From an optimization exercise on the open Yosys and OpenROAD flow, aimed at small area, a short achievable clock period and few clock cycles per item; shortcuts taken in it are not production practice.
Where RTL was checked, it was by simulation tests only, not by an equivalence proof against the original.
Power is estimated from default activity; no workload was simulated.

==> module execute_divide, before the edit <==
module execute_divide(input wire              clk,
                      input wire              reset,
                      input wire              enable,
                      input wire 	      unsigned_div,
                      output wire             done,
                      input wire [32-1:0] in_a,
                      input wire [32-1:0] in_b,
                      output reg [32-1:0] out,
                      output reg              ov
                      );
   reg                                         st_idle;
   reg                                         st_neg;
   reg                                         st_prep;
   reg                                         st_iter;
   reg                                         st_zero;
   reg                                         st_done;
   reg [32:0]                                  R;      
   reg [31:0]                                  D;      
   reg [4:0]                                   lza;    
   reg [4:0]                                   lzb;    
   reg                                         b_neg;  
   reg                                         sub;    
   reg                                         negate;  
   reg                                         inv_q;   
   function [4:0] lzc(input [31:0] x);
      reg [31:0] y;
      reg [3:0]  q;
      reg [7:0]  nz;
      reg [15:0] l;
      reg        found;
      integer    g;
      begin
         y = x | 32'h1;
         for (g = 0; g < 8; g = g + 1) begin
            q = y[4*g +: 4];
            nz[g] = |q;
            l[2*g +: 2] = q[3] ? 2'd0 : q[2] ? 2'd1 : q[1] ? 2'd2 : 2'd3;
         end
         lzc = 5'd31;
         found = 0;
         for (g = 7; g >= 0; g = g - 1)
           if (!found && nz[g]) begin
              lzc = {3'd7 - g[2:0], l[2*g +: 2]};
              found = 1;
           end
      end
   endfunction
   function [32:0] add33(input [32:0] x, input [32:0] y, input c);
      reg [33:0] g, p, gn, pn, p0;
      integer    i, lvl, d;
      begin
         g = {x & y, c};
         p0 = {x ^ y, 1'b0};
         p = p0;
         for (lvl = 0; lvl < 6; lvl = lvl + 1) begin
            d = 1 << lvl;
            gn = g; pn = p;
            for (i = 0; i < 34; i = i + 1)
              if (i >= d) begin
                 gn[i] = g[i] | (p[i] & g[i-d]);
                 pn[i] = p[i] & p[i-d];
              end
            g = gn; p = pn;
         end
         add33 = p0[33:1] ^ g[32:0];
      end
   endfunction
   wire        a_neg = !unsigned_div && in_a[31];
   wire        b_negi = !unsigned_div && in_b[31];
   wire        b_zero = (in_b == 32'h0);
   wire        s_ovf = !unsigned_div && (in_a == 32'h80000000) &&
               (in_b == 32'hffffffff);
   wire [31:0] t_a = in_a ^ {!unsigned_div && in_a[31], in_a[31:1]};
   wire [31:0] t_b = in_b ^ {!unsigned_div && in_b[31], in_b[31:1]};
   wire [4:0]  lz_a = lzc(t_a);
   wire [4:0]  lz_b = lzc(t_b);
   reg  [31:0] a_clear;    
   integer     k;
   always @(*) begin
      a_clear[31] = !t_a[31];
      for (k = 30; k >= 0; k = k - 1)
        a_clear[k] = a_clear[k+1] && !t_a[k];
   end
   wire        a_short = |(t_b & a_clear) && !a_neg;
   wire [4:0]  lza_in = b_zero ? {3'b0, !unsigned_div && in_a[31],
                                  !unsigned_div && !in_a[31]} : lz_a;
   wire [32:0] dsub = {b_neg && !st_neg, D};
   wire [32:0] sum = add33(R, sub ? ~dsub : dsub, sub || st_neg);
   wire        ge = !sum[32];
   wire [4:0]  sg = lzb & ~lza;
   wire [4:0]  sp = lzb ^ ~lza;
   wire [4:0]  sc = {sg[3] | (sp[3] & sg[2]) | (sp[3] & sp[2] & sg[1]) |
                     (sp[3] & sp[2] & sp[1] & sg[0]) | (sp[3] & sp[2] & sp[1] & sp[0]),
                     sg[2] | (sp[2] & sg[1]) | (sp[2] & sp[1] & sg[0]) | (sp[2] & sp[1] & sp[0]),
                     sg[1] | (sp[1] & sg[0]) | (sp[1] & sp[0]),
                     sg[0] | sp[0],
                     1'b1};
   wire [4:0]  shamt = sp ^ sc;
   wire        f = 1'b0;
   wire [31:0] sh0 = shamt[0] ? {D[30:0], f} : D;
   wire [31:0] sh1 = shamt[1] ? {sh0[29:0], {2{f}}} : sh0;
   wire [31:0] sh2 = shamt[2] ? {sh1[27:0], {4{f}}} : sh1;
   wire [31:0] sh3 = shamt[3] ? {sh2[23:0], {8{f}}} : sh2;
   wire [31:0] sh4 = shamt[4] ? {sh3[15:0], {16{f}}} : sh3;
   always @(posedge clk) begin
      st_idle 	<= reset || !enable;
      st_neg 	<= !reset && enable && st_idle && !a_short && a_neg;
      st_prep 	<= !reset && enable && ((st_idle && !a_short && !a_neg) || st_neg);
      st_iter 	<= !reset && enable && ((st_prep && ge) || (st_iter && lza != 0));
      st_zero 	<= !reset && enable && st_prep && !ge && inv_q;
      st_done 	<= !reset && enable && ((st_idle && a_short) || (st_prep && !ge && !inv_q) || st_zero ||
                                        (st_iter && lza == 0) || st_done);
   end
   always @(posedge clk) begin
      lza 	<= st_idle ? lza_in : st_prep ? shamt : lza - 1;
      lzb 	<= lz_b;
      D 	<= st_idle ? (a_neg ? 32'h0 : in_b) :
                   st_neg ? in_b :
                   st_prep ? sh4 :
                   {b_neg, D[31:1]};
      if (st_idle) begin
         R 	<= {1'b0, a_neg ? ~in_a : in_a};
         sub 	<= !a_neg && !b_negi;
      end else if (!st_prep || negate) begin
         R 	<= sum;
         sub 	<= sum[32] ^ !b_neg;
      end
      out 	<= (st_idle || st_zero) ? 32'h0 :
                   st_prep ? {32{inv_q}} :
                   {out[30:0], ge ^ inv_q};
      if (st_idle) begin
         b_neg 	<= b_negi;
         negate <= a_neg ^ b_negi;
         inv_q 	<= (a_neg ^ b_negi) || s_ovf;
         ov 	<= b_zero || s_ovf;
      end
   end
   assign done = st_done;
endmodule  
Settings: LEC_CHECK=0, CAP_MARGIN=20, CORE_MARGIN=2, CORE_UTILIZATION=40, SETUP_SLACK_MARGIN=3.5, SLEW_MARGIN=20; clock period 7.0 ns.
run.sh (not shown) runs the stock make flow with config.mk's settings and CLKGATE_MAP_FILE= SYNTH_SCRIPT=/design/flow/synth_recipe.tcl, a recipe that flattens the netlist after the stock synthesis.
Testbench counts at the start, summed over its fixed seeds: cycles 32,040, items 3,200.
Edit:
--- a/flow/design.v
+++ b/flow/design.v
@@ -16,13 +16,12 @@
    reg                                         st_done;
    reg [32:0]                                  R;      
    reg [31:0]                                  D;      
    reg [4:0]                                   lza;    
    reg [4:0]                                   lzb;    
    reg                                         b_neg;  
-   reg                                         sub;    
    reg                                         negate;  
    reg                                         inv_q;   
    function [4:0] lzc(input [31:0] x);
       reg [31:0] y;
       reg [3:0]  q;
       reg [7:0]  nz;
@@ -81,13 +80,14 @@
       for (k = 30; k >= 0; k = k - 1)
         a_clear[k] = a_clear[k+1] && !t_a[k];
    end
    wire        a_short = |(t_b & a_clear) && !a_neg;
    wire [4:0]  lza_in = b_zero ? {3'b0, !unsigned_div && in_a[31],
                                   !unsigned_div && !in_a[31]} : lz_a;
-   wire [32:0] dsub = {b_neg && !st_neg, D};
+   wire        sub = R[32] ^ !b_neg;
+   wire [32:0] dsub = {b_neg ^ st_neg, D};
    wire [32:0] sum = add33(R, sub ? ~dsub : dsub, sub || st_neg);
    wire        ge = !sum[32];
    wire [4:0]  sg = lzb & ~lza;
    wire [4:0]  sp = lzb ^ ~lza;
    wire [4:0]  sc = {sg[3] | (sp[3] & sg[2]) | (sp[3] & sp[2] & sg[1]) |
                      (sp[3] & sp[2] & sp[1] & sg[0]) | (sp[3] & sp[2] & sp[1] & sp[0]),
@@ -110,30 +110,36 @@
       st_zero 	<= !reset && enable && st_prep && !ge && inv_q;
       st_done 	<= !reset && enable && ((st_idle && a_short) || (st_prep && !ge && !inv_q) || st_zero ||
                                         (st_iter && lza == 0) || st_done);
    end
    always @(posedge clk) begin
       lza 	<= st_idle ? lza_in : st_prep ? shamt : lza - 1;
-      lzb 	<= lz_b;
-      D 	<= st_idle ? (a_neg ? 32'h0 : in_b) :
-                   st_neg ? in_b :
-                   st_prep ? sh4 :
-                   {b_neg, D[31:1]};
       if (st_idle) begin
-         R 	<= {1'b0, a_neg ? ~in_a : in_a};
-         sub 	<= !a_neg && !b_negi;
-      end else if (!st_prep || negate) begin
-         R 	<= sum;
-         sub 	<= sum[32] ^ !b_neg;
-      end
-      out 	<= (st_idle || st_zero) ? 32'h0 :
-                   st_prep ? {32{inv_q}} :
-                   {out[30:0], ge ^ inv_q};
-      if (st_idle) begin
+         R 	<= {a_neg && !b_negi, a_neg ? ~in_a : in_a};
+         D 	<= a_neg ? 32'h0 : in_b;
          b_neg 	<= b_negi;
          negate <= a_neg ^ b_negi;
          inv_q 	<= (a_neg ^ b_negi) || s_ovf;
+         lzb 	<= lz_b;
          ov 	<= b_zero || s_ovf;
+         out 	<= 32'h0;
       end
+      if (st_neg) begin
+         R 	<= sum;
+         D 	<= in_b;
+      end
+      if (st_prep) begin
+         if (negate)
+           R 	<= sum;
+         D 	<= sh4;
+         out 	<= {32{inv_q}};
+      end
+      if (st_iter) begin
+         R 	<= sum;
+         D 	<= {b_neg, D[31:1]};
+         out 	<= {out[30:0], ge ^ inv_q};
+      end
+      if (st_zero)
+        out 	<= 32'h0;
    end
    assign done = st_done;
 endmodule  
Effect: Final cell count goes up by 5.1%. Hold slack gains 0.039 ns. Worst setup slack loses 0.095 ns. Combinational power goes down by 9.9%. First-iteration DRC count goes up by 36%. Sequential share of layout area goes down by 0.70 points.
For the second run of this note, only the layout was checked, not whether the RTL still works.

port drivers added, routing unchanged:
In the flow no input, the clock included, has a driving cell. The finished layouts below were timed again as built, in two steps.
Step 1 assumes that a clkbuf_16 drives the clock port and a buf_2 every other input.
Step 2 also shifts input and output timing later by t, the mid clock arrival at the registers, as if the neighbouring blocks saw the same clock.
Three values: ideal, step 1, step 2; two values: the first two.
run | t (ns) | slack for setup (ns) | hold slack, ns | worst setup path at the end
the first run | 0.478 | 3.485 / 3.485 / 3.120 | 0.458 / 0.458 / 0.458 | input to register
the second run | 0.460 | 3.389 / 3.409 / 2.950 | 0.497 / 0.497 / 0.497 | input to register
After both steps setup and hold are still met in every run listed. For the second run, which loses most, drivers alone change the setup slack by +0.020 ns; drivers and shift together by -0.439 ns.
